Source: an optimization exercise on an open RTL-to-GDS flow (aim: small area and a short achievable clock period). Production flows keep margins and buffers that such runs may drop.
RTL that was checked went through simulation tests only; none was proved equivalent to the original.
The RTL of run 4 was laid out without a check of its function.
Power and IR drop assume default switching activity.

## design/flow/config.mk

```make
export PLATFORM = sky130hd
export DESIGN_NAME = Compressor
export DESIGN_NICKNAME = Compressor
export VERILOG_FILES = /design/flow/design.v
export SDC_FILE = /design/flow/constraint.sdc
export NUM_CORES = 4
export LEC_CHECK = 0
export CAP_MARGIN = 20
export CORE_MARGIN = 2
export CORE_UTILIZATION = 60
export CTS_BUF_LIST = sky130_fd_sc_hd__clkbuf_16
export CTS_CLUSTER_DIAMETER = 100
export CTS_CLUSTER_SIZE = 30
export SLEW_MARGIN = 20
```

## design/flow/constraint.sdc

```tcl
create_clock -name core_clock -period 16.0 [get_ports {CLK_8}]
set_input_delay 3.2000 -clock core_clock [delete_from_list [all_inputs] [get_ports {CLK_8}]]
set_output_delay 3.2000 -clock core_clock [all_outputs]
set_load 0.01 [all_outputs]
```

## design/flow/design.v

```verilog
`timescale 1ns / 1ps
module Compressor(CLK_8,RESET,Pixel,OB,SCLK);
input wire RESET,CLK_8;
input wire [7:0] Pixel;
output wire OB,SCLK;
function [15:0] f_add(input [15:0] a, input [15:0] b, input ci);
    integer i;
    reg c;
    begin
        c = ci;
        for (i = 0; i < 16; i = i + 1) begin
            f_add[i] = a[i] ^ b[i] ^ c;
            c = (a[i] & b[i]) | (c & (a[i] ^ b[i]));
        end
    end
endfunction
function [15:0] f_inc(input [15:0] a, input ci);
    integer i;
    reg c;
    begin
        c = ci;
        for (i = 0; i < 16; i = i + 1) begin
            f_inc[i] = a[i] ^ c;
            c = a[i] & c;
        end
    end
endfunction
reg [2:0] ph;
reg e0, e7;
wire [2:0] ph_inc;
assign ph_inc = f_inc(ph, 1'b1);
always @(posedge CLK_8)
    if (RESET) begin ph <= 3'd0; e0 <= 1'b1; e7 <= 1'b0; end
    else begin ph <= ph_inc; e0 <= (ph == 3'd7); e7 <= (ph == 3'd6); end
reg [8:0] rsum, rdif;
reg [1:0] turn;
reg [3:0] Cnt;
wire clip_c = (rsum < 9'd75) | (rsum > 9'd435)
            | (~rdif[8] & (rdif[7:0] > 8'd180))
            | ( rdif[8] & (rdif[7:0] < 8'd76));
wire nf_c = (rsum == 9'd0);
wire fp_c = (rsum == 9'd75) & (rdif == 9'd75);
wire tp_c = (rsum == 9'd77) & (rdif == 9'd77);
wire c0 = (Cnt == 4'd0), c1 = (Cnt == 4'd1), c2 = (Cnt == 4'd2), c3 = (Cnt == 4'd3);
wire c6 = (Cnt == 4'd6), c7 = (Cnt == 4'd7), c8 = (Cnt == 4'd8), c9 = (Cnt == 4'd9);
wire vss_c = (~tp_c | c6) & (c0 | c3 | c6 | c7 | c8 | c9);
wire v1_c = c1 | c2 | c7 | c8;
wire v2_c = c7 | c8;
wire uv_c = ~clip_c & (turn != 2'b00);
wire f_clip = clip_c;
wire f_vc   = vss_c & ~clip_c;
wire f_nf   = nf_c;
wire f_x1   = uv_c;
wire f_d1   = uv_c & v1_c & ~fp_c;
wire f_x2   = uv_c & v1_c;
wire f_d2   = uv_c & v2_c & ~tp_c;
wire [7:0] rs_inc2;
wire [8:0] rs_inc, rd_inc;
wire [3:0] cnt_inc;
assign rs_inc = f_inc(rsum, 1'b1);
assign rs_inc2 = f_inc(rsum[8:1], 1'b1);      
assign rd_inc = f_inc(rdif, 1'b1);
assign cnt_inc = f_inc(Cnt, 1'b1);
reg rst_q;
always @(posedge CLK_8) rst_q <= RESET;
always @(posedge CLK_8)
    if (rst_q) begin
        if (RESET) begin
            rsum <= 9'd509; rdif <= 9'h1ff; turn <= 2'b10; Cnt <= 4'd0;
        end else begin
            rsum <= 9'd510; rdif <= 9'h000; turn <= 2'b00; Cnt <= 4'd0;
        end
    end else if (e0) begin
        if (turn == 2'b10) begin
            turn <= 2'b00;
            if (rdif == ~rs_inc) begin
                if (rsum == 9'd510) begin           
                    rsum <= 9'd0; rdif <= 9'd0;
                end else begin                      
                    rsum <= {~rs_inc2[7], rs_inc2[6:0], rsum[0]};    
                    rdif <= {~rdif[8], rdif[7:0]};                    
                end
            end else begin
                rsum <= rs_inc; rdif <= rd_inc;
            end
        end else
            turn <= {turn[0], ~turn[0]};
        if (~f_clip) Cnt <= (Cnt == 4'd11) ? 4'd0 : cnt_inc;
    end
reg [7:0] rR, rG, rB;
always @(posedge CLK_8) begin
    if (e0 && turn == 2'b10) rB <= Pixel;
    if (e7 && turn == 2'b01) rR <= Pixel;
    if (e7 && turn == 2'b10) rG <= Pixel;
end
wire clr = e0 & f_nf;               
wire [7:0] dx = (turn == 2'b00) ? rR : rG;
wire [7:0] dy = (turn == 2'b00) ? rG : rB;
wire [5:0] ddlo;
assign ddlo = f_add({1'b0,dx[4:0]}, {1'b0,~dy[4:0]}, 1'b1);
reg  [3:0] Dlo;                         
always @(posedge CLK_8) Dlo <= {ddlo[5], ddlo[4:2]};
wire [4:0] ddhi;
assign ddhi = f_add({2'b00,dx[7:5]}, {2'b11,~dy[7:5]}, Dlo[3]);
reg  [3:0] Dhi;                         
always @(posedge CLK_8) Dhi <= ddhi[3:0];
wire [6:0] Q = {Dhi, Dlo[2:0]};         
wire [6:0] uvr;                         
assign uvr = f_inc({Q[6],Q[6:1]}, Q[0]);
wire [5:0] uvq = (uvr == 7'd32) ? 6'd31 : uvr[5:0];
reg  [5:0] P1;                          
always @(posedge CLK_8) if (e0) P1 <= uvq;
wire [8:0] yt;
assign yt = f_add({1'b0,rR}, {1'b0,rB}, 1'b0);
reg  [8:0] Ya;
always @(posedge CLK_8) Ya <= yt;
wire [8:0] yu;
assign yu = f_add({1'b0,rG}, {1'b0,Ya[8:1]}, 1'b0);
reg  [5:0] Yb;                          
always @(posedge CLK_8) Yb <= yu[8:3];
wire [5:0] yr;
assign yr = f_inc({1'b0,Yb[5:1]}, Yb[0]);
reg  [4:0] P1y;
always @(posedge CLK_8) P1y <= yr[5] ? 5'd31 : yr[4:0];
reg [5:0] cX1, cX2, oX1, oX2;
reg [6:0] cDp, oDp;
reg [6:0] cY1, cY2, oY1, oY2;
reg [7:0] cEp, oEp;
wire swap = e0 & (turn != 2'b00);
wire [6:0] l1a_s, l1a_c, l1d;
assign l1a_s = ({cX1[5],cX1}) ^ (~{P1[5],P1[5],P1[5:1]}) ^ (~{cX2[5],cX2[5],cX2[5:1]});
assign l1a_c = (({cX1[5],cX1}) & (~{P1[5],P1[5],P1[5:1]})) | ((~{cX2[5],cX2[5],cX2[5:1]}) & (({cX1[5],cX1}) ^ (~{P1[5],P1[5],P1[5:1]})));
assign l1d = f_add(l1a_s, {l1a_c[5:0], ~(P1[0] & cX2[0])}, 1'b1);
reg  [6:0] P2;
always @(posedge CLK_8) P2 <= l1d;
wire [2:0] l1lo = {1'b0,P2[1:0]} + {1'b0,cDp[1:0]};
wire l1ov = (P2 == 7'd63) & (cDp == 7'd63);
wire [6:0] l1b_s, l1b_c, l1s;
assign l1b_s = ({cX2[5],cX2}) ^ ({P2[6],P2[6],P2[6:2]}) ^ ({cDp[6],cDp[6],cDp[6:2]});
assign l1b_c = (({cX2[5],cX2}) & ({P2[6],P2[6],P2[6:2]})) | (({cDp[6],cDp[6],cDp[6:2]}) & (({cX2[5],cX2}) ^ ({P2[6],P2[6],P2[6:2]})));
assign l1s = f_add(l1b_s, {l1b_c[5:0], l1lo == 3'd6}, l1lo >= 3'd2);
reg  [6:0] P3;
always @(posedge CLK_8) P3 <= {l1s[6] ^ l1ov, l1s[5:0]};
wire [7:0] l2a_s, l2a_c, l2d;
assign l2a_s = ({cY1[6],cY1}) ^ (~{P3[6],P3[6],P3[6:1]}) ^ (~{cY2[6],cY2[6],cY2[6:1]});
assign l2a_c = (({cY1[6],cY1}) & (~{P3[6],P3[6],P3[6:1]})) | ((~{cY2[6],cY2[6],cY2[6:1]}) & (({cY1[6],cY1}) ^ (~{P3[6],P3[6],P3[6:1]})));
assign l2d = f_add(l2a_s, {l2a_c[6:0], ~(P3[0] & cY2[0])}, 1'b1);
reg  [7:0] P4;
always @(posedge CLK_8) P4 <= l2d;
wire [2:0] l2lo = {1'b0,P4[1:0]} + {1'b0,cEp[1:0]};
wire [7:0] l2b_s, l2b_c, l2s;
assign l2b_s = ({cY2[6],cY2}) ^ ({P4[7],P4[7],P4[7:2]}) ^ ({cEp[7],cEp[7],cEp[7:2]});
assign l2b_c = (({cY2[6],cY2}) & ({P4[7],P4[7],P4[7:2]})) | (({cEp[7],cEp[7],cEp[7:2]}) & (({cY2[6],cY2}) ^ ({P4[7],P4[7],P4[7:2]})));
assign l2s = f_add(l2b_s, {l2b_c[6:0], l2lo == 3'd6}, l2lo >= 3'd2);
reg  [7:0] P5;
always @(posedge CLK_8) P5 <= l2s;
always @(posedge CLK_8)
    if (swap) begin
        cX1 <= oX1; cX2 <= oX2; cDp <= oDp;
        cY1 <= oY1; cY2 <= oY2; cEp <= oEp;
        oX1 <= clr ? 6'd0 : f_x1 ? P1  : cX1;
        oX2 <= clr ? 6'd0 : f_x1 ? cX1 : cX2;
        oDp <= clr ? 7'd0 : f_d1 ? P2 : cDp;
        oY1 <= clr ? 7'd0 : f_x2 ? P3  : cY1;
        oY2 <= clr ? 7'd0 : f_x2 ? cY1 : cY2;
        oEp <= clr ? 8'd0 : f_d2 ? P4 : cEp;
    end
reg [7:0] pv0, pv1, pv2;
wire [7:0] dpcm_in = (turn == 2'b00) ? {3'b000,P1y} : P5;
wire [5:0] dflo;
assign dflo = f_add({1'b0,dpcm_in[4:0]}, {1'b0,~pv0[4:0]}, 1'b1);
reg  [5:0] P6a;                         
always @(posedge CLK_8) P6a <= dflo;
wire [3:0] dfhi;
assign dfhi = f_add({dpcm_in[7],dpcm_in[7:5]}, ~{pv0[7],pv0[7:5]}, P6a[5]);
wire [8:0] diff = {dfhi, P6a[4:0]};
reg  [8:0] P6;
always @(posedge CLK_8) P6 <= diff[8] ? {~diff[7:0],1'b1} : {diff[7:0],1'b0};
always @(posedge CLK_8)
    if (e0) begin
        pv0 <= pv1; pv1 <= pv2;
        pv2 <= clr ? 8'd0 : f_vc ? dpcm_in : pv0;
    end
reg [11:0] ac0, ac1, ac2;
reg [2:0]  NY, NU;
wire [2:0] N_in = (turn == 2'b00) ? NY : NU;
reg [3:0] leadA;
always @(*)
    casez (ac0)
        12'b1???????????: leadA = 4'd11;
        12'b01??????????: leadA = 4'd10;
        12'b001?????????: leadA = 4'd9;
        12'b0001????????: leadA = 4'd8;
        12'b00001???????: leadA = 4'd7;
        12'b000001??????: leadA = 4'd6;
        12'b0000001?????: leadA = 4'd5;
        12'b00000001????: leadA = 4'd4;
        12'b000000001???: leadA = 4'd3;
        12'b0000000001??: leadA = 4'd2;
        12'b00000000001?: leadA = 4'd1;
        default:          leadA = 4'd0;
    endcase
wire [1:0] leadN = N_in[2] ? 2'd3 : N_in[1] ? 2'd2 : N_in[0] ? 2'd1 : 2'd0;
wire [3:0] kdiff;
assign kdiff = f_add(leadA, {2'b11,~leadN}, 1'b1);
reg [3:0] Ka;
always @(posedge CLK_8) Ka <= kdiff;
wire [5:0] shN = {2'b00,N_in,1'b0} << Ka[1:0];
reg [1:0] Kb;
always @(posedge CLK_8)
    if (Ka[3])                           Kb <= 2'b00;
    else if (Ka[2] | (Ka[1:0] == 2'b11)) Kb <= 2'b11;
    else if (ac0[5:0] > shN)             Kb <= Ka[1:0] + 2'b01;
    else                                 Kb <= Ka[1:0];
wire [8:0]  quo = P6 >> Kb;
reg  [2:0]  rem;
always @(*)
    case (Kb)
        2'd0: rem = 3'b000;
        2'd1: rem = {2'b00,P6[0]};
        2'd2: rem = {1'b0,P6[1:0]};
        default: rem = P6[2:0];
    endcase
wire        esc = (quo[8:3] != 6'd0) | (quo[2:0] == 3'd7);
reg  [15:0] ones;
always @(*)
    case (quo[2:0])
        3'd0: ones = 16'h0000;
        3'd1: ones = 16'h0001;
        3'd2: ones = 16'h0003;
        3'd3: ones = 16'h0007;
        3'd4: ones = 16'h000f;
        3'd5: ones = 16'h001f;
        default: ones = 16'h003f;
    endcase
wire [15:0] cw2 = ({13'b0,rem} << (quo[2:0] + 3'd1)) | ones;
reg  [15:0] P7cw;
reg  [3:0]  P7lm1;
always @(posedge CLK_8) begin
    P7cw  <= ~(e7 & f_vc) ? 16'b0 : esc ? {P6,7'b1111111} : cw2;
    P7lm1 <= esc ? 4'd15 : ({2'b00,Kb} + {1'b0,quo[2:0]});
end
wire [6:0] aclo;
wire [8:0] P6v = f_vc ? P6 : 9'd0;
assign aclo = f_add({1'b0,ac0[5:0]}, {1'b0,P6v[5:0]}, 1'b0);
reg  [6:0] Alo;
always @(posedge CLK_8) Alo <= aclo;
wire [5:0] achi;
assign achi = f_add(ac0[11:6], {3'b000,P6v[8:6]}, Alo[6]);
wire [11:0] acsum = {achi, Alo[5:0]};
wire [2:0] ny_inc, nu_inc;
assign ny_inc = f_inc(NY, 1'b1);
assign nu_inc = f_inc(NU, 1'b1);
wire n7 = (N_in == 3'b111);
always @(posedge CLK_8)
    if (clr) begin
        ac0 <= ac1; ac1 <= ac2; ac2 <= 12'd0; NY <= 3'd0; NU <= 3'd0;
    end else if (e0) begin
        ac0 <= ac1; ac1 <= ac2;
        ac2 <= (f_vc & n7) ? {1'b0,ac0[11:1]} : acsum;
        if (f_vc & (turn == 2'b00)) NY <= n7 ? 3'b011 : ny_inc;
        if (f_vc & (turn == 2'b10)) NU <= n7 ? 3'b011 : nu_inc;
    end
reg [39:0] fifo;
reg [5:0]  sreg;    
reg        nz;      
wire push = e0 & f_vc & ~rst_q;
wire [39:0] shifted = {24'b0,P7cw} << sreg;
wire [5:0] s_add;
assign s_add = f_add(sreg, push ? {2'b00,P7lm1} : {6{sreg != 6'd0}}, 1'b0);
always @(posedge CLK_8) begin
    fifo <= {1'b0,fifo[39:1]} | shifted;
    if (RESET | rst_q) nz <= 1'b0;
    else               nz <= push | (sreg != 6'd0);
    if (rst_q)         sreg <= 6'd0;
    else               sreg <= s_add;
end
assign OB = fifo[0];
assign SCLK = nz;
endmodule
```

## design/flow/flow/run.sh

```bash
#!/bin/bash
export BUFFER_PORTS_ARGS="-buffer_cell sky130_fd_sc_hd__buf_2"
export SETUP_SLACK_MARGIN=11.9
export CTS_ARGS="-sink_clustering_enable -repair_clock_nets -sink_clustering_size 30 -sink_clustering_max_diameter 100 -buf_list sky130_fd_sc_hd__clkbuf_16 -dont_use_dummy_load"
bash standard.sh > standard.log 2>&1
```

## design/flow/standard.sh

```bash
#!/bin/bash
# synth_recipe.tcl (not shown) runs the flow's synth.tcl, then flattens the netlist and writes it again
# the make line also repeats each setting of config.mk as NAME=value (left out here)
make -C /OpenROAD-flow-scripts/flow DESIGN_CONFIG=/design/flow/config.mk WORK_HOME=/design/flow/orfs CLKGATE_MAP_FILE= SYNTH_SCRIPT=/design/flow/synth_recipe.tcl "${@:-finish}"
```

==> flow_summary.ini, run 1 <==
[timing]
tightestPinTransition_ns = 1.04
maxSlewViolCount = 0
setup_violations = 0
fmaxAchievable_ghz = 0.240
relSlewSlack = 0.306
whs_ns = 0.411
hold_viol_final = 0
fin_crit_sh = 0.261
rsz0062_at_grt = yes
finClkSkew_ns = 0.0421
setup_tns_ns = 0
setup_slack_ns = 11.83
min_period_ns = 4.17

[worst_setup_path]
crit_buf_inv = 1
startpoint_type = flip-flop
rr_startpoint = rsum[2]
critPathKind = reg -> out
critPathLaunch = nz
crit_family = flip-flops
critPathSlowestCell = dfxtp_2
cp_cell_sequence = buf_6
r2r_slack_ns = 11.85
critPathCaptureType = primary output
crit_fanout = 1
cp.arrival_ns = 0.97
crit_path_max_incr_delay_ns = 0.36
critical_path_required_ns = 12.80

[global_route]
grt_usage = 0.214
grt_pass1_wl_mm = 51.9
grt_overflow = 0
grt_max_degree = 83
grt_pass1_vias = 10000
antenna_found_initial = 0

[drt]
drtAntennaViolNets = 0
num_vias = 9965
drt-total-wl_mm = 31.1
wl_per_cell_um = 17.2
remaining_drc_errors = 0
dr.pass1.iters = 5
drt_iter0_markers = 670
routed_via_density = 5.52

[pwr]
swShare = 0.339
p_sw_mw = 0.927
pwr-share-seq = 0.493
p_comb_frac = 0.343
power_frac_clock = 0.164
ir_worst_vdd_mv = 0.123
p_leak_nw = 7.23
p_per_area_mw_per_mm2 = 151
power_mw = 2.74
internal-power_mw = 1.81

[run]
cap_violations = 0

[synthesis]
synth_nets = 1606
async_flop_share = 0
synth_edf_count = 180
ys_ff_latch = 360
yosysWarnings = 1
synth_cell_types = 73
syn_inst = 1432
seq_area_frac_synth = 0.528
syn_area_mm2 = 0.0171
avgSynthCellArea_um2 = 11.9
synth_ff_type = edfxtp_1

[place]
placed_cells = 1771
gp_routability_congestion = 0.858
numPortBuffers = 11
hpwl_mm = 22.0
place_ws_ns = 11.27
placed_area_mm2 = 0.0174

[cells_and_area]
final_area_mm2 = 0.0181
drive_gt1_frac = 0.0966
stdcell_count = 1806
multi_input_area_mm2 = 0.00744
ff_latch_area_mm2 = 0.00901
fin_util = 0.647
antenna_cells = 0
nFillCells = 2215
areaGrowthSynthToFinish_pct = 5.88
fin_nets = 1604

[min_path]
hp-class = reg -> reg
hold_path.startpoint = fifo[12]

[die]
rows = 61
die_w_um = 173
dieArea_mm2 = 0.0298
pin_count = 12
die_h_um = 173
core_mm2 = 0.0279
start_util = 0.611

[run_status]
status = finished clean

[clock_network]
cts_made_buffers = 16
cts_tree = yes
cts.clk_slew.worst_paths_ns = 0.11
postCtsHoldBufs = 0
clock_path_buffers = 3
cts-root-buf = clkbuf_16
insertion_delay_ns = 0.52
htreeDepth = 1
clkSinkCount = 360
registers in the layout (all words and copies together), names as in the netlist, 9 cells and up:
signal	cells
fifo	40
ac2	12
ac1	12
P7cw	16
ac0	12
P6	9
rdif	9
rsum	9
path summary, 6_finish.rpt:
check	end	depth (start not counted)
setup / recovery	SCLK	1
hold reg to reg	fifo[11]	1
hold / removal	fifo[11]	1
setup reg to reg	sreg[5]	18
logic make-up after synthesis:
logic type / share of synthesized area
buffers and inverters: 0.0442
multiplexers: 0.0655
adder cells (fa/ha/maj): 0.160
flip-flops: 0.528
XOR/XNOR: 0.0174
AO/OA/AOI/OAI: 0.0797
AND/OR/NAND/NOR: 0.106
cell type report:
class / count / area share
tap: 378 / 0.0262
clock buffer: 16 / 0.0221
sequential: 360 / 0.498
inverter: 130 / 0.0272
multi-input combinational: 886 / 0.412
timing repair buffer: 36 / 0.0144
placed cells by master (no fill, tap or decap), types with 6 or more instances in the layout:
cell,netlist,routed
buf_4,2,22
o21ai_0,59,59
inv_1,129,126
mux2i_1,78,78
nor2b_1,7,6
a21o_1,16,16
xnor2_1,18,16
o211ai_1,10,10
mux4_2,10,10
nand2_1,140,140
nor3_1,18,17
a21oi_1,52,51
mux2_2,10,10
fa_1,90,75
ha_1,74,70
a221o_1,6,6
nand3b_1,8,8
nand3_1,14,14
edfxtp_1,180,180
buf_2,6,10
clkbuf_16,0,16
fa_2,0,15
o211a_1,6,6
or2_2,10,10
nand4_1,7,7
nor4_1,7,7
dfxtp_1,180,178
and2_1,9,9
nor2_1,109,105
xor2_1,16,15
and3_1,11,11
a211oi_1,10,10
nand2b_1,12,12
power by group through the flow:
stage / Combinational (mW) / Clock, mW / Sequential, mW
final: 0.938 / 0.449 / 1.35
after global placement: 0.881 / 0 / 1.37
after CTS: 0.935 / 0.466 / 1.35
after floorplan: 0.708 / 0 / 1.32
after detailed placement: 0.912 / 0 / 1.37
after global routing: 1.08 / 0.494 / 1.38
cell usage after synthesis, drive strengths merged, types with 12 or more instances:
cell	instances	share of area
a21o	16	0.0070
a21oi	52	0.015
buf	18	0.0070
clkbuf	39	0.0086
dfxtp	180	0.21
edfxtp	180	0.32
fa	90	0.11
ha	74	0.054
inv	129	0.028
mux2i	78	0.046
nand2	141	0.031
nand2b	12	0.0044
nand3	14	0.0041
nor2	113	0.026
nor3	23	0.0089
o21ai	62	0.019
xnor2	18	0.0092
xor2	16	0.0082
per-layer routing:
layer / global-route usage / share of wire / vias to the layer above
li1: - / - / 4911
met1: 0.306 / 0.47 / 4874
met2: 0.355 / 0.48 / 146
met3: 0.0235 / 0.034 / 34
met4: 0.0512 / 0.021 / 0
met5: 0 / 0 / -
repair_timing:
action,CTS,global route
pin swaps,8,10
setup endpoints to repair,22,8
cloned,1,0
setup buffers,13,5
resized for setup,10,22
==> run 2: changes to the inputs <==
--- a/design/flow/design.v
+++ b/design/flow/design.v
@@ -26,12 +26,13 @@
     end
 endfunction
 reg [2:0] ph;
-reg e0, e7;
 wire [2:0] ph_inc;
 assign ph_inc = f_inc(ph, 1'b1);
 always @(posedge CLK_8)
-    if (RESET) begin ph <= 3'd0; e0 <= 1'b1; e7 <= 1'b0; end
-    else begin ph <= ph_inc; e0 <= (ph == 3'd7); e7 <= (ph == 3'd6); end
+    if (RESET) ph <= 3'd0;
+    else       ph <= ph_inc;
+wire e0 = (ph == 3'd0);
+wire e7 = (ph == 3'd7);
 reg [8:0] rsum, rdif;
 reg [1:0] turn;
 reg [3:0] Cnt;
@@ -61,15 +62,9 @@
 assign rs_inc2 = f_inc(rsum[8:1], 1'b1);      
 assign rd_inc = f_inc(rdif, 1'b1);
 assign cnt_inc = f_inc(Cnt, 1'b1);
-reg rst_q;
-always @(posedge CLK_8) rst_q <= RESET;
-always @(posedge CLK_8)
-    if (rst_q) begin
-        if (RESET) begin
-            rsum <= 9'd509; rdif <= 9'h1ff; turn <= 2'b10; Cnt <= 4'd0;
-        end else begin
-            rsum <= 9'd510; rdif <= 9'h000; turn <= 2'b00; Cnt <= 4'd0;
-        end
+always @(posedge CLK_8)
+    if (RESET) begin
+        rsum <= 9'd509; rdif <= 9'h1ff; turn <= 2'b10; Cnt <= 4'd0;
     end else if (e0) begin
         if (turn == 2'b10) begin
             turn <= 2'b00;
@@ -264,15 +259,15 @@
 reg [39:0] fifo;
 reg [5:0]  sreg;    
 reg        nz;      
-wire push = e0 & f_vc & ~rst_q;
+wire push = e0 & f_vc;
 wire [39:0] shifted = {24'b0,P7cw} << sreg;
 wire [5:0] s_add;
 assign s_add = f_add(sreg, push ? {2'b00,P7lm1} : {6{sreg != 6'd0}}, 1'b0);
 always @(posedge CLK_8) begin
     fifo <= {1'b0,fifo[39:1]} | shifted;
-    if (RESET | rst_q) nz <= 1'b0;
+    if (RESET)         nz <= 1'b0;
     else               nz <= push | (sreg != 6'd0);
-    if (rst_q)         sreg <= 6'd0;
+    if (RESET)         sreg <= 6'd0;
     else               sreg <= s_add;
 end
 assign OB = fifo[0];
==> flow_summary.ini, run 2 <==
[worst_setup_path]
r2r_end = Alo[5]
rr_startpoint = rsum[2]
r2r_cells = 16
crit_family = flip-flops
critPathCaptureType = primary output
r2r_slack_ns = 11.92
cp.arrival_ns = 1.00
crit_path_max_incr_delay_ns = 0.37
startpoint_type = flip-flop
critPathSlowestCell = dfxtp_4
crit_buf_inv = 1
crit_fanout = 1
critPathKind = reg -> out
critPathLaunch = nz
critical_path_required_ns = 12.80
cp_cell_sequence = buf_6

[cells_and_area]
final_cell_mix = 192 x dfxtp_1, 160 x edfxtp_1, 123 x inv_1, 109 x a21oi_1, 107 x nand2_1
largest_reg_flops = 40
areaGrowthSynthToFinish_pct = 5.88
drive_gt1_frac = 0.0825
fin_util = 0.642
regMostFlops = fifo
layout_commonest_cell = dfxtp_1
final_area_mm2 = 0.0178
antenna_cells = 0
fin_nets = 1606
reg_top3 = fifo (40), P7cw (16)

[clock_network]
cts_tree = yes
cts-root-buf = clkbuf_16
insertion_delay_ns = 0.52
cts.clk_slew.worst_paths_ns = 0.11
htreeDepth = 1
clkSinkCount = 357
postCtsHoldBufs = 0
clock_path_buffers = 3
cts_made_buffers = 16

[pwr]
pwr-share-seq = 0.482
swShare = 0.358
p_leak_nw = 7.13
p_comb_frac = 0.372
power_mw = 3.03
internal-power_mw = 1.95
p_per_area_mw_per_mm2 = 171
ir_worst_vdd_mv = 0.100
power_frac_clock = 0.146
p_sw_mw = 1.09

[drt]
drt_iter0_markers = 761
wl_per_cell_um = 17.9
remaining_drc_errors = 0
drt-total-wl_mm = 32.4
num_vias = 10200
drtAntennaViolNets = 0
routed_via_density = 5.62
dr.pass1.iters = 5

[place]
numPortBuffers = 11
hpwl_mm = 22.7
placed_area_mm2 = 0.0172
gp_routability_congestion = 0.863

[synthesis]
synth_top_cell_by_area = edfxtp_1
synth_nets = 1620
syn_area_mm2 = 0.0168
syn_inst = 1446
ys_top_cells_by_area = edfxtp_1 29%, dfxtp_1 23%, fa_1 11%
synth_ff_type = dfxtp_1
async_flop_share = 0
synth_edf_count = 160
ys_ff_latch = 357
synthTopCellsByCount = 197 x dfxtp_1, 160 x edfxtp_1, 125 x inv_1, 109 x a21oi_1, 108 x nand2_1
seq_area_frac_synth = 0.521
avgSynthCellArea_um2 = 11.6
synth_top_area_frac = 0.286
synth_cell_types = 70
yosysWarnings = 1
yosysMostFrequentCell = dfxtp_1

[global_route]
grt.busiest_layer = met2
grt_pass1_wl_mm = 52.1
grt_use_met1 = 0.341
grt_pass1_vias = 9887
grt_overflow = 0
grt_usage = 0.225
grtUsageMet2 = 0.361
grt_max_degree = 83
antenna_found_initial = 0
met3_usage = 0.0209

[die]
core_mm2 = 0.0277
die_h_um = 171
die_w_um = 171
start_util = 0.606
dieArea_mm2 = 0.0294
pin_count = 12
rows = 61

[min_path]
hold_end = fifo[6]
hp-class = reg -> reg
min_delay_path_depth = 1
hold_path.startpoint = fifo[7]

[run]
cap_violations = 0

[timing]
setup_tns_ns = 0
fin_crit_sh = 0.263
relSlewSlack = 0.290
finClkSkew_ns = 0.0733
maxSlewViolCount = 0
tightestPinTransition_ns = 1.06
fmaxAchievable_ghz = 0.238
hold_viol_final = 0
min_period_ns = 4.20
rsz0062_at_grt = yes
setup_violations = 0

[run_status]
status = finished clean
run 2: cell count changes after synthesis, sizes merged, moves of 6 or more:
cell and change:
nor3 +12, mux2i -10, xnor2 +6, a221o +8
nor2b +6, o211ai -8, nor2 -35, a31oi +10
buf +8, edfxtp -20, nand2 -32, a21oi +57
dfxtp +17, xor2 -7
run 2: through the flow:
stage	hold slack, ns	instances	setup slack (ns)
floorplan	0.382	1446	11.91
global placement	0.386	1780	11.64
global route	0.422	1808	11.77
CTS	0.411	1798	11.78
detailed placement	0.389	1781	11.54
finish	0.412	1808	11.80
run 2: cell families (layout without fill, tap and decap cells):
group                      after synthesis  in the layout  synth area share
xor gates and xnor gates                33             33            0.0172
DFF                                    357            357             0.521
buffers and inverters                  192            176            0.0448
adders and majority gates              164            164             0.162
and+or+nand+nor                        337            337            0.0985
muxes                                   87             87            0.0566
AOI/OAI and AO/OA                      276            276            0.0997
run 2: cell type report:
class | instances | area (um^2)
Inverter | 128 | 484
Timing Repair Buffer | 32 | 244
Clock buffer | 16 | 400
Multi-Input combinational cell | 897 | 7420
Fill cell | 2187 | 9920
Sequential cell | 357 | 8760
Tap cell | 378 | 473
run 2: worst reg2reg max path, delay by kind of cell, from the launching register on:
family	cells	cell delay (ns)
buffers and inverters	5	0.42
adder cells (fa/ha/maj)	6	1.98
AND/OR/NAND/NOR	3	0.88
flip-flops	1	0.39
AO/OA/AOI/OAI	2	0.32
run 2: layer usage:
metal  up-vias  wire, um
li1       4981         -
met5         -         0
met2       164     14800
met1      4988     16100
met4         0       478
met3        28      1050
run 2: how the worst max path moves through the flow:
stage               endpoint  slack, ns  cells past startpoint
global placement      Alo[5]      11.64                     15
CTS                     SCLK      11.78                      1
finish                  SCLK      11.80                      1
detailed placement    Alo[5]      11.54                     16
global route            SCLK      11.77                      1
floorplan              P5[7]      11.91                     13
run 2: repair_timing:
item | in CTS | in global routing
buffers inserted | 1 | 8
setup endpoints to repair | 13 | 14
pin swaps | 2 | 10
cloned | 0 | 2
endpoints found under the hold margin | 0 | 0
resized for setup | 14 | 25
run 2: power by group through the flow:
stage	Clock (mW)	Combinational, mW	Sequential, mW
after CTS	0.456	1.12	1.46
after floorplan	0	0.868	1.39
after global routing	0.484	1.30	1.49
after detailed placement	0	1.09	1.48
final	0.444	1.13	1.46
after global placement	0	1.06	1.48
==> run 3: changes to the inputs <==
==> design/flow/flow/run.sh (replaced) <==
#!/bin/bash
export BUFFER_PORTS_ARGS="-buffer_cell sky130_fd_sc_hd__buf_2"
export SETUP_SLACK_MARGIN=11.9
bash standard.sh > standard.log 2>&1
==> flow_summary.ini, run 3 <==
[min_path]
min_delay_path_depth = 1
hp-class = reg -> reg

[cells_and_area]
layout_commonest_cell = dfxtp_1
stdcell_count = 1817
drive_gt1_frac = 0.0778
areaGrowthSynthToFinish_pct = 6.05
largest_reg_flops = 40
regMostFlops = fifo
fin_util = 0.643
final_cell_mix = 193 x dfxtp_1, 160 x edfxtp_1, 131 x inv_1, 109 x a21oi_1, 108 x nand2_1
nFillCells = 2191
fin_nets = 1603
antenna_cells = 0
final_area_mm2 = 0.0178
reg_top3 = fifo (40), P7cw (16)

[run]
cap_violations = 0

[synthesis]
synth_ff_type = dfxtp_1
syn_area_mm2 = 0.0168
syn_inst = 1446
synth_top_area_frac = 0.286
synth_top_cell_by_area = edfxtp_1
yosysWarnings = 1
async_flop_share = 0
synth_nets = 1620
yosysMostFrequentCell = dfxtp_1
synth_cell_types = 70
ys_top_cells_by_area = edfxtp_1 29%, dfxtp_1 23%, fa_1 11%
synthTopCellsByCount = 197 x dfxtp_1, 160 x edfxtp_1, 125 x inv_1, 109 x a21oi_1, 108 x nand2_1
ys_ff_latch = 357
synth_edf_count = 160
seq_area_frac_synth = 0.521
avgSynthCellArea_um2 = 11.6

[worst_setup_path]
critPathKind = reg -> out
crit_path_max_incr_delay_ns = 0.38
cp.arrival_ns = 1.01
crit_family = flip-flops
critPathSlowestCell = dfxtp_4
critPathCaptureType = primary output
crit_fanout = 1
cp_cell_sequence = buf_6
r2r_cells = 15
startpoint_type = flip-flop
critical_path_required_ns = 12.80
crit_buf_inv = 1
worstSetupPathDepth = 1

[global_route]
grt_pass1_wl_mm = 52.2
grt_usage = 0.226
grt_pass1_vias = 9901
grt_max_degree = 83
antenna_found_initial = 0
grt_overflow = 0

[drt]
drtAntennaViolNets = 0
wl_per_cell_um = 17.8
remaining_drc_errors = 0
num_vias = 10100
drt_iter0_markers = 739
dr.pass1.iters = 5
routed_via_density = 5.57
drt-total-wl_mm = 32.3

[clock_network]
cts.clk_slew.worst_paths_ns = 0.11
postCtsHoldBufs = 0
cts_tree = yes
insertion_delay_ns = 0.53
clkSinkCount = 357
cts-root-buf = clkbuf_16
htreeDepth = 1
cts_made_buffers = 16
clock_path_buffers = 3

[die]
core_mm2 = 0.0277
rows = 61
start_util = 0.606
dieArea_mm2 = 0.0294
die_w_um = 171
pin_count = 12
die_h_um = 171

[pwr]
p_per_area_mw_per_mm2 = 172
power_frac_clock = 0.157
p_comb_frac = 0.367
pwr-share-seq = 0.476
p_leak_nw = 7.17
ir_worst_vdd_mv = 0.149
p_sw_mw = 1.10
internal-power_mw = 1.97
swShare = 0.359

[timing]
hold_viol_final = 0
setup_violations = 0
rsz0062_at_grt = yes
fmaxAchievable_ghz = 0.238
min_period_ns = 4.21
tightestPinTransition_ns = 1.07
maxSlewViolCount = 0
finClkSkew_ns = 0.0361
setup_tns_ns = 0
relSlewSlack = 0.284
whs_ns = 0.414
fin_crit_sh = 0.263

[place]
hpwl_mm = 22.7
numPortBuffers = 11
gp_routability_congestion = 0.863
placed_area_mm2 = 0.0172
placed_cells = 1781

[run_status]
status = finished clean
==> run 3: cell types whose count changed in the layout (fill, tap and decap cells not counted), sizes merged <==
cell / change
buf: -3
clkbuf: +1
inv: +9
clkinv: +2
==> run 3: power by group through the flow <==
stage | Clock [mW] | Combinational (mW) | Sequential [mW]
floorplan | 0 | 0.868 | 1.39
global placement | 0 | 1.06 | 1.48
detailed placement | 0 | 1.09 | 1.48
CTS | 0.494 | 1.12 | 1.46
global route | 0.524 | 1.29 | 1.49
finish | 0.483 | 1.12 | 1.46
==> run 3: area by class of cell <==
class | count | area, um^2 | area share
multi-input combinational | 897 | 7370 | 0.414
inverter | 128 | 484 | 0.0272
timing repair buffer | 29 | 224 | 0.0126
tap | 378 | 473 | 0.0266
clock inverter | 11 | 73.8 | 0.00414
clock buffer | 17 | 425 | 0.0239
sequential | 357 | 8760 | 0.492
==> run 3: repair_timing <==
action                                  in CTS  in global routing
buffers inserted                             1                  6
pin swaps                                    2                  8
cloned                                       0                  1
endpoints found under the setup margin      13                 16
resized for setup                           13                 15
==> run 3: kinds of logic (layout without fill, tap and decap cells) <==
family | Yosys count | in the layout | synth area share
AOI/OAI and AO/OA | 276 | 276 | 0.0997
adders and majority gates | 164 | 164 | 0.162
xor gates and xnor gates | 33 | 33 | 0.0172
DFF | 357 | 357 | 0.521
buffers and inverters | 192 | 185 | 0.0448
and+or+nand+nor | 337 | 337 | 0.0985
muxes | 87 | 87 | 0.0566
==> run 3: worst reg2reg max path: cells and delay by family, from the launching register on <==
family / cells / cell delay, ns
flops: 1 / 0.40
fa+ha+maj: 6 / 2.00
simple gates: 3 / 0.85
compound gates: 2 / 0.32
buf+inv: 4 / 0.39
==> run 3: metrics by stage <==
stage / power [mW] / setup slack (ns)
floorplan: 2.25 / 11.91
global placement: 2.54 / 11.64
detailed placement: 2.57 / 11.54
CTS: 3.08 / 11.77
global route: 3.31 / 11.74
finish: 3.07 / 11.79
==> run 3: path summary, 6_finish.rpt <==
kind / from / endpoint / slack, ns
worst max register to register: rsum[1] / Alo[5] / 11.93
worst max-delay path: nz / SCLK / 11.79
worst min-delay path: fifo[7] / fifo[6] / 0.41
worst min register to register: fifo[7] / fifo[6] / 0.41
==> run 3: routing by layer <==
layer / wire length, um / track usage / up-vias
met3: 993 / 0.0207 / 28
met1: 16100 / 0.342 / 4943
met4: 503 / 0.0409 / 0
met2: 14700 / 0.361 / 159
li1: - / - / 4989
met5: 0 / 0 / -
==> run 4: changes to the inputs <==
--- a/design/flow/design.v
+++ b/design/flow/design.v
@@ -97,8 +97,7 @@
 always @(posedge CLK_8) Dlo <= {ddlo[5], ddlo[4:2]};
 wire [4:0] ddhi;
 assign ddhi = f_add({2'b00,dx[7:5]}, {2'b11,~dy[7:5]}, Dlo[3]);
-reg  [3:0] Dhi;                         
-always @(posedge CLK_8) Dhi <= ddhi[3:0];
+wire [3:0] Dhi = ddhi[3:0];             
 wire [6:0] Q = {Dhi, Dlo[2:0]};         
 wire [6:0] uvr;                         
 assign uvr = f_inc({Q[6],Q[6:1]}, Q[0]);
@@ -109,14 +108,12 @@
 assign yt = f_add({1'b0,rR}, {1'b0,rB}, 1'b0);
 reg  [8:0] Ya;
 always @(posedge CLK_8) Ya <= yt;
-wire [8:0] yu;
-assign yu = f_add({1'b0,rG}, {1'b0,Ya[8:1]}, 1'b0);
+wire [8:0] g8 = {f_inc({3'b000,rG[7:3]}, 1'b1), rG[2:0]};
+wire [9:0] yu;
+assign yu = f_add({1'b0,g8}, {2'b0,Ya[8:1]}, 1'b0);
 reg  [5:0] Yb;                          
-always @(posedge CLK_8) Yb <= yu[8:3];
-wire [5:0] yr;
-assign yr = f_inc({1'b0,Yb[5:1]}, Yb[0]);
-reg  [4:0] P1y;
-always @(posedge CLK_8) P1y <= yr[5] ? 5'd31 : yr[4:0];
+always @(posedge CLK_8) Yb <= yu[9:4];
+wire [4:0] P1y = Yb[5] ? 5'd31 : Yb[4:0];
 reg [5:0] cX1, cX2, oX1, oX2;
 reg [6:0] cDp, oDp;
 reg [6:0] cY1, cY2, oY1, oY2;
@@ -198,15 +195,16 @@
 wire [1:0] leadN = N_in[2] ? 2'd3 : N_in[1] ? 2'd2 : N_in[0] ? 2'd1 : 2'd0;
 wire [3:0] kdiff;
 assign kdiff = f_add(leadA, {2'b11,~leadN}, 1'b1);
-reg [3:0] Ka;
-always @(posedge CLK_8) Ka <= kdiff;
-wire [5:0] shN = {2'b00,N_in,1'b0} << Ka[1:0];
+wire gt0 = ac0[5:0] > {2'b00,N_in,1'b0};
+wire gt1 = ac0[5:0] > {1'b0,N_in,2'b00};
+wire gt2 = ac0[5:0] > {N_in,3'b000};
+wire gtk = (kdiff[1:0] == 2'd0) ? gt0 : (kdiff[1:0] == 2'd1) ? gt1 : gt2;
 reg [1:0] Kb;
 always @(posedge CLK_8)
-    if (Ka[3])                           Kb <= 2'b00;
-    else if (Ka[2] | (Ka[1:0] == 2'b11)) Kb <= 2'b11;
-    else if (ac0[5:0] > shN)             Kb <= Ka[1:0] + 2'b01;
-    else                                 Kb <= Ka[1:0];
+    if (kdiff[3])                              Kb <= 2'b00;
+    else if (kdiff[2] | (kdiff[1:0] == 2'b11)) Kb <= 2'b11;
+    else if (gtk)                              Kb <= kdiff[1:0] + 2'b01;
+    else                                       Kb <= kdiff[1:0];
 wire [8:0]  quo = P6 >> Kb;
 reg  [2:0]  rem;
 always @(*)
==> design/flow/flow/run.sh (replaced) <==
#!/bin/bash
export BUFFER_PORTS_ARGS="-buffer_cell sky130_fd_sc_hd__buf_2"
export SETUP_SLACK_MARGIN=11.9
export CTS_ARGS="-sink_clustering_enable -repair_clock_nets -sink_clustering_size 30 -sink_clustering_max_diameter 100 -buf_list sky130_fd_sc_hd__clkbuf_16 -dont_use_dummy_load"
bash standard.sh > standard.log 2>&1
==> flow_summary.ini, run 4 <==
[synthesis]
avgSynthCellArea_um2 = 11.8
synthAdderAreaFrac = 0.167
seq_area_frac_synth = 0.507
syn_inst = 1421
synth-simple-area-share = 0.100
synth_top_area_frac = 0.287
yosysMostFrequentCell = dfxtp_1
ys_ff_latch = 344
ys_top_cells_by_area = edfxtp_1 29%, dfxtp_1 22%, fa_1 11%
synth_edf_count = 160
synth_cell_types = 78
synth_nets = 1601
synth_ff_type = dfxtp_1
yosysWarnings = 1
syn_area_mm2 = 0.0167
synth_compound_area_frac = 0.0954
synth_top_family_by_area = adder cells
synth_top_cell_by_area = edfxtp_1
async_flop_share = 0
synthMuxAreaShare = 0.0666
synth-xor-area-share = 0.0162
synthTopCellsByCount = 184 x dfxtp_1, 160 x edfxtp_1, 133 x inv_1, 97 x nor2_1, 89 x fa_1

[cells_and_area]
antenna_cells = 0
fin_nets = 1593
drive_gt1_frac = 0.0815
largest_reg_flops = 40
final_cell_mix = 177 x dfxtp_1, 160 x edfxtp_1, 133 x inv_1, 93 x nor2_1, 87 x nand2_1
nFillCells = 2219
regMostFlops = fifo
reg_top3 = fifo (40), P7cw (16)
layout_commonest_cell = dfxtp_1
areaGrowthSynthToFinish_pct = 5.62

[worst_setup_path]
critPathLaunch = nz
r2r_cells = 13
critPathSlowestCell = dfxtp_2
crit_family = flip-flops
crit_fanout = 1
cp_cell_sequence = buf_6
worstSetupPathDepth = 1
r2r_end = P5[7]
critPathKind = reg -> out
cp.arrival_ns = 0.95
rr_startpoint = cEp[0]
r2r_slack_ns = 12.00
critical_path_required_ns = 12.80
crit_path_max_incr_delay_ns = 0.34
crit_buf_inv = 1
critPathCaptureType = primary output
startpoint_type = flip-flop

[clock_network]
insertion_delay_ns = 0.50
cts_tree = yes
htreeDepth = 1
clkSinkCount = 344
cts_made_buffers = 15
clock_path_buffers = 3
cts-root-buf = clkbuf_16
cts.clk_slew.worst_paths_ns = 0.11

[timing]
fin_crit_sh = 0.259
fmaxAchievable_ghz = 0.241
maxSlewViolCount = 0
finClkSkew_ns = 0.0226
tightestPinTransition_ns = 1.04
min_period_ns = 4.15
relSlewSlack = 0.303
hold_viol_final = 0
rsz0062_at_grt = yes
setup_violations = 0
setup_tns_ns = 0

[drt]
num_vias = 10000
drt_iter0_markers = 754
dr_wl_met3_um = 946
dr.pass1.iters = 5
drt-total-wl_mm = 30.8
wl_per_cell_um = 17.2
routed-wl-met2_mm = 14.9
top_layer_used = met4
remaining_drc_errors = 0
drt-met1-wl_mm = 14.5
routed_via_density = 5.60
drtAntennaViolNets = 0

[run]
cap_violations = 0

[min_path]
hold_end = fifo[5]
min_delay_path_depth = 1
hold_path.startpoint = fifo[6]
hp-class = reg -> reg

[place]
hpwl_mm = 21.7
gp_routability_congestion = 0.846
numPortBuffers = 11

[global_route]
antenna_found_initial = 0
grt_max_degree = 83
grt_pass1_vias = 10200
grt_overflow = 0
grt_usage = 0.218
grt_pass1_wl_mm = 51.2

[pwr]
p_leak_nw = 7.22
power_mw = 2.87
ir_worst_vdd_mv = 0.0793
p_per_area_mw_per_mm2 = 162

[die]
rows = 61
die_h_um = 171
core_mm2 = 0.0276
start_util = 0.606
dieArea_mm2 = 0.0293
pin_count = 12
die_w_um = 171

[run_status]
status = finished clean
run 4: what timing repair did:
item | in CTS | in global routing
endpoints found under the setup margin | 8 | 8
cloned | 0 | 1
hold buffers | 0 | 0
buffers inserted | 3 | 6
pin swaps | 1 | 4
resized for setup | 8 | 19
run 4: layout make-up:
type                            instances  area (um^2)  share of cell area
Clock buffer                           15          375              0.0212
Multi-Input combinational cell        882         7530               0.426
Timing Repair Buffer                   33          290              0.0164
Inverter                              137          514              0.0291
Sequential cell                       344         8500               0.481
Tap cell                              378          473              0.0267
run 4: power breakdown:
part	total, mW	internal (mW)	switching [mW]
Clock	0.425	0.171	0.254
Combinational	1.06	0.485	0.573
Sequential	1.38	1.20	0.181
Total	2.87	1.86	1.01
run 4: how the worst max path moves through the flow:
stage                     endpoint  slack [ns]
after floorplan              P1[0]       11.93
after global placement     rsum[7]       11.67
after detailed placement    Alo[5]       11.61
after CTS                     SCLK       11.83
after global routing       sreg[5]       11.81
final                         SCLK       11.85
run 4: logic make-up (layout without fill, tap and decap cells):
family / count (synthesis) / count (layout)
AO/OA/AOI/OAI: 256 / 256
AND/OR/NAND/NOR: 329 / 329
flip-flops: 344 / 344
buffers and inverters: 195 / 185
multiplexers: 96 / 96
adder cells (fa/ha/maj): 170 / 170
XOR/XNOR: 31 / 31
run 4: layer usage:
layer,up-vias,GRT usage
li1,4917,-
met1,4928,0.304
met2,142,0.376
met3,31,0.0236
met4,0,0.0391
met5,-,0
run 4: stage by stage:
| stage | instances | worst slack (ns) | utilization | hold slack, ns | instance area (um^2) |
|---|---|---|---|---|---|
| floorplan | 1421 | 11.93 | - | 0.382 | 16700 |
| global placement | 1762 | 11.67 | 0.618 | 0.386 | 17100 |
| detailed placement | 1763 | 11.61 | 0.619 | 0.389 | 17100 |
| CTS | 1781 | 11.83 | 0.634 | 0.414 | 17500 |
| global route | 1789 | 11.81 | 0.640 | 0.419 | 17700 |
| finish | 1789 | 11.85 | 0.640 | 0.411 | 17700 |
==> run 5: changes to the inputs <==
--- a/design/flow/design.v
+++ b/design/flow/design.v
@@ -97,7 +97,8 @@
 always @(posedge CLK_8) Dlo <= {ddlo[5], ddlo[4:2]};
 wire [4:0] ddhi;
 assign ddhi = f_add({2'b00,dx[7:5]}, {2'b11,~dy[7:5]}, Dlo[3]);
-wire [3:0] Dhi = ddhi[3:0];             
+reg  [3:0] Dhi;                         
+always @(posedge CLK_8) Dhi <= ddhi[3:0];
 wire [6:0] Q = {Dhi, Dlo[2:0]};         
 wire [6:0] uvr;                         
 assign uvr = f_inc({Q[6],Q[6:1]}, Q[0]);
==> design/flow/flow/run.sh (replaced) <==
#!/bin/bash
export BUFFER_PORTS_ARGS="-buffer_cell sky130_fd_sc_hd__buf_2"
export SETUP_SLACK_MARGIN=11.7
export CTS_ARGS="-sink_clustering_enable -repair_clock_nets -sink_clustering_size 30 -sink_clustering_max_diameter 100 -buf_list sky130_fd_sc_hd__clkbuf_16 -dont_use_dummy_load"
bash standard.sh > standard.log 2>&1
==> flow_summary.ini, run 5 <==
[pwr]
ir_worst_vdd_mv = 0.121
power_mw = 2.84
p_per_area_mw_per_mm2 = 161
p_leak_nw = 7.15

[die]
pin_count = 12
dieArea_mm2 = 0.0294
start_util = 0.607
rows = 61
die_w_um = 171
core_mm2 = 0.0277
die_h_um = 171

[synthesis]
synth_top_cell_by_area = edfxtp_1
synthTopCellsByCount = 188 x dfxtp_1, 160 x edfxtp_1, 135 x inv_1, 96 x nor2_1, 94 x nand2_1
ys_ff_latch = 348
synth_nets = 1612
synth_cell_types = 74
yosysWarnings = 1
ys_top_cells_by_area = edfxtp_1 29%, dfxtp_1 22%, fa_1 11%
synth_top_area_frac = 0.286
yosysMostFrequentCell = dfxtp_1
syn_inst = 1432
seq_area_frac_synth = 0.510
syn_area_mm2 = 0.0168
synth_edf_count = 160
synth_ff_type = dfxtp_1
async_flop_share = 0
avgSynthCellArea_um2 = 11.7

[cells_and_area]
stdcell_count = 1798
final_area_mm2 = 0.0176
antenna_cells = 0
ff_latch_area_mm2 = 0.00857
reg_top3 = fifo (40), P7cw (16)
fin_util = 0.635
regMostFlops = fifo
areaGrowthSynthToFinish_pct = 4.71
nFillCells = 2241
layout_commonest_cell = dfxtp_1
fin_nets = 1602
largest_reg_flops = 40
final_cell_mix = 186 x dfxtp_1, 160 x edfxtp_1, 134 x inv_1, 94 x nor2_1, 93 x nand2_1
drive_gt1_frac = 0.0641
multi_input_area_mm2 = 0.00748

[global_route]
grt_max_degree = 83
antenna_found_initial = 0
grt_pass1_vias = 9982
grt_overflow = 0
grt_pass1_wl_mm = 50.3
grt_usage = 0.215

[worst_setup_path]
worstSetupPathDepth = 1
critPathSlowestCell = dfxtp_1
endpoint = SCLK
crit_fanout = 1
cp_cell_sequence = buf_2
critical_path_required_ns = 12.80
critPathCaptureType = primary output
crit_path_max_incr_delay_ns = 0.34
startpoint_type = flip-flop
crit_family = flip-flops
r2r_slack_ns = 11.93
critPathKind = reg -> out
r2r_end = P5[7]
rr_startpoint = cEp[0]
cp.arrival_ns = 0.96
critPathLaunch = nz
r2r_cells = 12
crit_buf_inv = 1

[drt]
drt-total-wl_mm = 30.3
drt_iter0_markers = 685
routed_via_density = 5.56
dr.pass1.iters = 5
drtAntennaViolNets = 0
remaining_drc_errors = 0
num_vias = 10000
wl_per_cell_um = 16.9

[place]
numPortBuffers = 11
placed_area_mm2 = 0.0171
hpwl_mm = 21.8
gp_routability_congestion = 0.836
placed_cells = 1776
place_ws_ns = 11.66

[timing]
finClkSkew_ns = 0.0174
rsz0062_at_grt = yes
setup_tns_ns = 0
hold_viol_final = 0
whs_ns = 0.416
fin_crit_sh = 0.260
tightestPinTransition_ns = 1.07
maxSlewViolCount = 0
setup_slack_ns = 11.84
setup_violations = 0
min_period_ns = 4.16
fmaxAchievable_ghz = 0.240
relSlewSlack = 0.288

[clock_network]
postCtsHoldBufs = 0
htreeDepth = 1
cts_tree = yes
cts-root-buf = clkbuf_16
clock_path_buffers = 3
clkSinkCount = 348
cts_made_buffers = 15
insertion_delay_ns = 0.50
cts.clk_slew.worst_paths_ns = 0.11

[run]
cap_violations = 0

[run_status]
status = finished clean

[min_path]
hp-class = reg -> reg
==> run 5: power by group <==
group	switching (mW)	total [mW]	leakage (nW)	internal, mW
Sequential	0.187	1.41	3.09	1.22
Combinational	0.558	1.01	3.87	0.454
Clock	0.253	0.423	0.185	0.170
Total	0.997	2.84	7.15	1.84
==> run 5: final cells by class <==
type                            instances  area share
Clock buffer                           15      0.0213
Inverter                              141      0.0301
Multi-Input combinational cell        891       0.425
Sequential cell                       348       0.487
Tap cell                              378      0.0269
Timing Repair Buffer                   25     0.00953
==> run 5: worst reg2reg max path: stages, from the launching register on <==
cell,delay (ns)
edfxtp_1,0.36
ha_1,0.14
inv_1,0.04
fa_1,0.50
nor3_1,0.07
fa_1,0.40
fa_1,0.39
fa_1,0.40
fa_1,0.39
fa_1,0.38
fa_1,0.38
fa_1,0.39
xnor2_1,0.13
==> run 5: metal layers <==
layer  global-route usage  wire, um  vias up
met4               0.0350       416        0
li1                     -         -     4941
met3               0.0223       768       26
met2                0.377     14900      136
met5                    0         0        -
met1                0.295     14200     4899
==> run 5: how the worst min path moves through the flow <==
stage / start / to / slack, ns / depth (start not counted)
4_1_cts: fifo[9] / fifo[8] / 0.42 / 1
3_3_place_gp: fifo[10] / fifo[9] / 0.38 / 1
2_1_floorplan: fifo[11] / fifo[10] / 0.38 / 1
3_5_place_dp: fifo[3] / fifo[2] / 0.39 / 1
6_report: fifo[15] / fifo[14] / 0.42 / 1
5_1_grt: fifo[15] / fifo[14] / 0.43 / 1
==> run 5: cell families (layout without fill, tap and decap cells) <==
kind of cell,count (synthesis),after routing,share of synthesized area
DFF,348,348,0.510
xor gates and xnor gates,32,32,0.0167
buffers and inverters,193,181,0.0470
adders and majority gates,170,170,0.166
AOI/OAI and AO/OA,252,252,0.0926
muxes,95,95,0.0648
and+or+nand+nor,342,342,0.103
==> run 5: what timing repair did <==
item	4_1_cts	5_1_grt
gates cloned	0	0
pin swaps	1	0
setup buffers	1	5
gates resized for setup	0	6
setup endpoints to repair	1	4
==> run 6: changes to the inputs <==
==> design/flow/flow/run.sh (replaced) <==
#!/bin/bash
export BUFFER_PORTS_ARGS="-buffer_cell sky130_fd_sc_hd__buf_2"
export SETUP_SLACK_MARGIN=12.1
export CTS_ARGS="-sink_clustering_enable -repair_clock_nets -sink_clustering_size 30 -sink_clustering_max_diameter 100 -buf_list sky130_fd_sc_hd__clkbuf_16 -dont_use_dummy_load"
bash standard.sh > standard.log 2>&1
==> flow_summary.ini, run 6 <==
[die]
pin_count = 12
core_mm2 = 0.0277
die_h_um = 171
rows = 61
dieArea_mm2 = 0.0294
start_util = 0.607
die_w_um = 171

[drt]
wl_per_cell_um = 17.0
drt-total-wl_mm = 30.6
num_vias = 10100
dr.pass1.iters = 5
remaining_drc_errors = 0
drt_iter0_markers = 830
routed_via_density = 5.62
drtAntennaViolNets = 0

[synthesis]
synthTopCellsByCount = 188 x dfxtp_1, 160 x edfxtp_1, 135 x inv_1, 96 x nor2_1, 94 x nand2_1
synth_nets = 1612
ys_ff_latch = 348
syn_inst = 1432
async_flop_share = 0
ys_top_cells_by_area = edfxtp_1 29%, dfxtp_1 22%, fa_1 11%
synth_ff_type = dfxtp_1
synth_top_area_frac = 0.286
seq_area_frac_synth = 0.510
avgSynthCellArea_um2 = 11.7
synth_top_cell_by_area = edfxtp_1
yosysWarnings = 1
synth_cell_types = 74
syn_area_mm2 = 0.0168
synth_edf_count = 160
yosysMostFrequentCell = dfxtp_1

[timing]
setup_violations = 0
min_period_ns = 4.18
setup_tns_ns = 0
fmaxAchievable_ghz = 0.240
relSlewSlack = 0.289
tightestPinTransition_ns = 1.07
rsz0062_at_grt = yes
finClkSkew_ns = 0.0575
whs_ns = 0.401
fin_crit_sh = 0.261
hold_viol_final = 0
maxSlewViolCount = 0

[worst_setup_path]
critPathKind = reg -> out
r2r_end = P5[6]
rr_startpoint = cEp[0]
crit_family = flip-flops
critPathSlowestCell = dfxtp_2
r2r_cells = 11
cp_cell_sequence = buf_6
crit_fanout = 1
crit_buf_inv = 1
endpoint = SCLK
startpoint_type = flip-flop
crit_path_max_incr_delay_ns = 0.35
cp.arrival_ns = 0.98
worstSetupPathDepth = 1
critPathLaunch = nz
critPathCaptureType = primary output
r2r_slack_ns = 12.18
critical_path_required_ns = 12.80

[clock_network]
htreeDepth = 1
cts_made_buffers = 15
clkSinkCount = 348
cts-root-buf = clkbuf_16
cts_tree = yes
clock_path_buffers = 3
insertion_delay_ns = 0.52
cts.clk_slew.worst_paths_ns = 0.11

[cells_and_area]
fin_nets = 1606
fin_util = 0.641
nFillCells = 2210
ff_latch_area_mm2 = 0.00858
reg_top3 = fifo (40), P7cw (16)
final_cell_mix = 181 x dfxtp_1, 160 x edfxtp_1, 132 x inv_1, 93 x nand2_1, 93 x nor2_1
antenna_cells = 0
final_area_mm2 = 0.0177
areaGrowthSynthToFinish_pct = 5.58
stdcell_count = 1802
layout_commonest_cell = dfxtp_1
largest_reg_flops = 40
regMostFlops = fifo
multi_input_area_mm2 = 0.00755
drive_gt1_frac = 0.0871

[place]
numPortBuffers = 11
gp_routability_congestion = 0.859
placed_area_mm2 = 0.0172
placed_cells = 1776
hpwl_mm = 21.6

[global_route]
grt_overflow = 0
grt_usage = 0.215
grt_pass1_vias = 10200
antenna_found_initial = 0
grt_max_degree = 83
grt_pass1_wl_mm = 50.4

[run_status]
status = finished clean

[pwr]
p_leak_nw = 7.17
p_per_area_mw_per_mm2 = 161
ir_worst_vdd_mv = 0.0970

[min_path]
hold_path.startpoint = oX1[0]
hp-class = reg -> reg

[run]
cap_violations = 0
run 6: cell counts after synthesis:
No cell type changed its count.
run 6: worst min-delay path by stage:
stage	depth (start not counted)	endpoint
finish	0	cX1[0]
global placement	1	fifo[9]
global route	0	cX1[0]
floorplan	1	fifo[10]
detailed placement	1	fifo[14]
CTS	0	cX1[0]
run 6: metal layers:
metal / vias up / track usage / routed length (um)
met5: - / 0 / 0
met4: 0 / 0.0398 / 347
met3: 26 / 0.0235 / 969
met2: 133 / 0.377 / 14900
met1: 5024 / 0.293 / 14300
li1: 4951 / - / -
run 6: power by group:
| part | switching [mW] | internal (mW) |
|---|---|---|
| Sequential | 0.190 | 1.22 |
| Combinational | 0.562 | 0.469 |
| Clock | 0.252 | 0.170 |
| Total | 1.00 | 1.86 |
run 6: what timing repair did:
action	4_1_cts	5_1_grt
pin swaps	2	10
gates cloned	0	1
setup endpoints to repair	10	15
resized for setup	14	27
hold buffers	0	0
setup buffers	4	5
run 6: final cells by class:
type / count / area share
multi-input cells: 891 / 0.426
well taps: 378 / 0.0266
clock buffers: 15 / 0.0212
inverters: 141 / 0.0298
flip-flops and latches: 348 / 0.484
repair buffers: 29 / 0.0131
run 6: cells by family after synthesis:
group                      synth area share
DFF                                   0.510
buffers and inverters                0.0470
and+or+nand+nor                       0.103
adders and majority gates             0.166
muxes                                0.0648
AOI/OAI and AO/OA                    0.0926
xor gates and xnor gates             0.0167
run 6: per-stage QoR:
step                worst slack, ns  total power, mW
floorplan                     12.10             2.17
global placement              11.71             2.42
detailed placement            11.66             2.44
CTS                           11.80             2.88
global route                  11.78             3.11
finish                        11.82             2.86
==> run 7: changes to the inputs <==
==> design/flow/flow/run.sh (replaced) <==
#!/bin/bash
export BUFFER_PORTS_ARGS="-buffer_cell sky130_fd_sc_hd__buf_2"
export SETUP_SLACK_MARGIN=11.9
export CTS_ARGS="-sink_clustering_enable -repair_clock_nets -sink_clustering_size 30 -sink_clustering_max_diameter 100 -buf_list sky130_fd_sc_hd__clkbuf_16 -dont_use_dummy_load"
bash standard.sh > standard.log 2>&1
==> flow_summary.ini, run 7 <==
[worst_setup_path]
critPathSlowestCell = dfxtp_2
r2r_end = P5[7]
r2r_cells = 12
cp_cell_sequence = buf_6
crit_fanout = 1
critPathCaptureType = primary output
startpoint_type = flip-flop
crit_family = flip-flops
r2r_slack_ns = 12.05
crit_buf_inv = 1
critPathKind = reg -> out
crit_path_max_incr_delay_ns = 0.34
rr_startpoint = cEp[0]
critical_path_required_ns = 12.80
cp.arrival_ns = 0.94

[synthesis]
ys_ff_latch = 348
synth_nets = 1612
synth_cell_types = 74
ys_top_cells_by_area = edfxtp_1 29%, dfxtp_1 22%, fa_1 11%
synthTopCellsByCount = 188 x dfxtp_1, 160 x edfxtp_1, 135 x inv_1, 96 x nor2_1, 94 x nand2_1
syn_area_mm2 = 0.0168
synth_top_area_frac = 0.286
syn_inst = 1432
synth_edf_count = 160
seq_area_frac_synth = 0.510
synth_ff_type = dfxtp_1
yosysMostFrequentCell = dfxtp_1
async_flop_share = 0
avgSynthCellArea_um2 = 11.7
yosysWarnings = 1
synth_top_cell_by_area = edfxtp_1

[global_route]
grt_usage = 0.215
met3_usage = 0.0223
grt_pass1_vias = 9984
grt_max_degree = 83
grt_use_met1 = 0.296
antenna_found_initial = 0
grtUsageMet2 = 0.377
grt.busiest_layer = met2
grt_pass1_wl_mm = 50.3
grt_overflow = 0

[die]
rows = 61
die_w_um = 171
core_mm2 = 0.0277
pin_count = 12
dieArea_mm2 = 0.0294
start_util = 0.607
die_h_um = 171

[timing]
tightestPinTransition_ns = 1.07
fin_crit_sh = 0.259
rsz0062_at_grt = yes
fmaxAchievable_ghz = 0.241
hold_viol_final = 0
setup_violations = 0
setup_tns_ns = 0
min_period_ns = 4.14
finClkSkew_ns = 0.0203
relSlewSlack = 0.288
maxSlewViolCount = 0

[drt]
wl_per_cell_um = 16.9
num_vias = 10000
drt-total-wl_mm = 30.3
remaining_drc_errors = 0
routed_via_density = 5.58
dr.pass1.iters = 6
drtAntennaViolNets = 0
drt_iter0_markers = 698

[cells_and_area]
reg_top3 = fifo (40), P7cw (16)
fin_nets = 1601
nFillCells = 2228
regMostFlops = fifo
layout_commonest_cell = dfxtp_1
final_cell_mix = 181 x dfxtp_1, 160 x edfxtp_1, 134 x inv_1, 93 x nand2_1, 93 x nor2_1
areaGrowthSynthToFinish_pct = 4.92
largest_reg_flops = 40
antenna_cells = 0
drive_gt1_frac = 0.0740

[min_path]
hp-class = reg -> reg
min_delay_path_depth = 1
hold_end = fifo[14]
hold_path.startpoint = fifo[15]

[clock_network]
cts.clk_slew.worst_paths_ns = 0.11
postCtsHoldBufs = 0
cts_made_buffers = 15
htreeDepth = 1
insertion_delay_ns = 0.50
clkSinkCount = 348
clock_path_buffers = 3
cts-root-buf = clkbuf_16
cts_tree = yes

[pwr]
ir_worst_vdd_mv = 0.120
power_mw = 2.85
p_per_area_mw_per_mm2 = 162
p_leak_nw = 7.14

[place]
gp_routability_congestion = 0.836
hpwl_mm = 21.8
numPortBuffers = 11

[run_status]
status = finished clean

[run]
cap_violations = 0
run 7: cell counts after synthesis:
No cell type changed its count.
run 7: final cells by class:
type / instances / area [um^2] / share of cell area
Multi-Input combinational cell: 891 / 7510 / 0.426
Tap cell: 378 / 473 / 0.0268
Clock buffer: 15 / 375 / 0.0213
Timing Repair Buffer: 24 / 166 / 0.00944
Inverter: 141 / 529 / 0.0300
Sequential cell: 348 / 8580 / 0.486
run 7: cell families after synthesis:
logic type,after synthesis,synth area share
buffers and inverters,193,0.0470
AOI/OAI and AO/OA,252,0.0926
adders and majority gates,170,0.166
DFF,348,0.510
muxes,95,0.0648
xor gates and xnor gates,32,0.0167
and+or+nand+nor,342,0.103
run 7: worst max path at each step:
stage            from  endpoint  slack (ns)  cells after the start
6_report           nz      SCLK       11.86                      1
5_1_grt        Cnt[0]   sreg[5]       11.81                     19
4_1_cts            nz      SCLK       11.83                      1
3_5_place_dp    RESET   rsum[6]       11.66                      3
3_3_place_gp    RESET   rsum[7]       11.71                      3
2_1_floorplan   RESET   rsum[2]       12.00                      4
run 7: repair_timing:
item	4_1_cts	5_1_grt
buffers inserted	3	2
resized for setup	4	18
gates cloned	0	0
pin swaps	1	3
endpoints found under the setup margin	6	9
run 7: layer usage:
layer	part of all wire	routed length, um	vias to the layer above
met5	0	0	-
met4	0.014	411	0
met3	0.030	903	26
met2	0.49	15000	153
met1	0.46	14000	4906
li1	-	-	4944
run 7: stage by stage:
stage | worst slack [ns] | util | instance area [um^2] | hold slack [ns] | std cells
finish | 11.86 | 0.637 | 17600 | 0.416 | 1797
CTS | 11.83 | 0.634 | 17600 | 0.420 | 1794
detailed placement | 11.66 | 0.619 | 17100 | 0.393 | 1776
global route | 11.81 | 0.637 | 17600 | 0.433 | 1797
floorplan | 12.00 | - | 16800 | 0.382 | 1432
global placement | 11.71 | 0.619 | 17100 | 0.383 | 1776
run 7: power breakdown:
group / total [mW] / internal [mW] / leakage, nW / switching, mW
Sequential: 1.41 / 1.22 / 3.09 / 0.188
Clock: 0.423 / 0.170 / 0.185 / 0.253
Combinational: 1.02 / 0.460 / 3.86 / 0.561

-- separate check: timing with driven ports --
The flow's constraints put no driver on any port. The routed layouts listed below were extracted and timed again, unchanged, in two steps.
Step 1 (the two cells are an assumption about what drives the block):
set clk [get_ports {CLK_8}]
set_driving_cell -lib_cell sky130_fd_sc_hd__clkbuf_16 $clk
set_driving_cell -lib_cell sky130_fd_sc_hd__buf_2 [delete_from_list [all_inputs] $clk]
Step 2 adds t to the input delays and takes it off the output delays; t is the mean of the earliest and latest rising clock arrival at the registers after step 1. Input paths then give back, and output paths get back, about the clock's delay inside the block.
Three values: no drivers, after step 1, after step 2; two values: the first two.
run | t (ns) | setup slack, ns | worst setup path after step 2 | worst data-port slew with drivers (ns)
run 1 | 0.552 | 11.829 / 11.778 / 11.810 | input to register | 0.03
run 2 | 0.536 | 11.797 / 11.745 / 11.613 | input to register | 0.03
run 3 | 0.564 | 11.791 / 11.739 / 11.629 | input to register | 0.03
run 4 | 0.540 | 11.849 / 11.801 / 11.679 | input to register | 0.03
run 5 | 0.542 | 11.842 / 11.793 / 11.687 | input to register | 0.03
run 6 | 0.542 | 11.825 / 11.774 / 11.776 | input to register | 0.03
run 7 | 0.544 | 11.857 / 11.808 / 11.700 | input to register | 0.03
After both steps setup and hold are still met in every run listed. The setup slack of run 2, which loses most, moves by -0.052 ns with the drivers and by -0.184 ns with both steps.
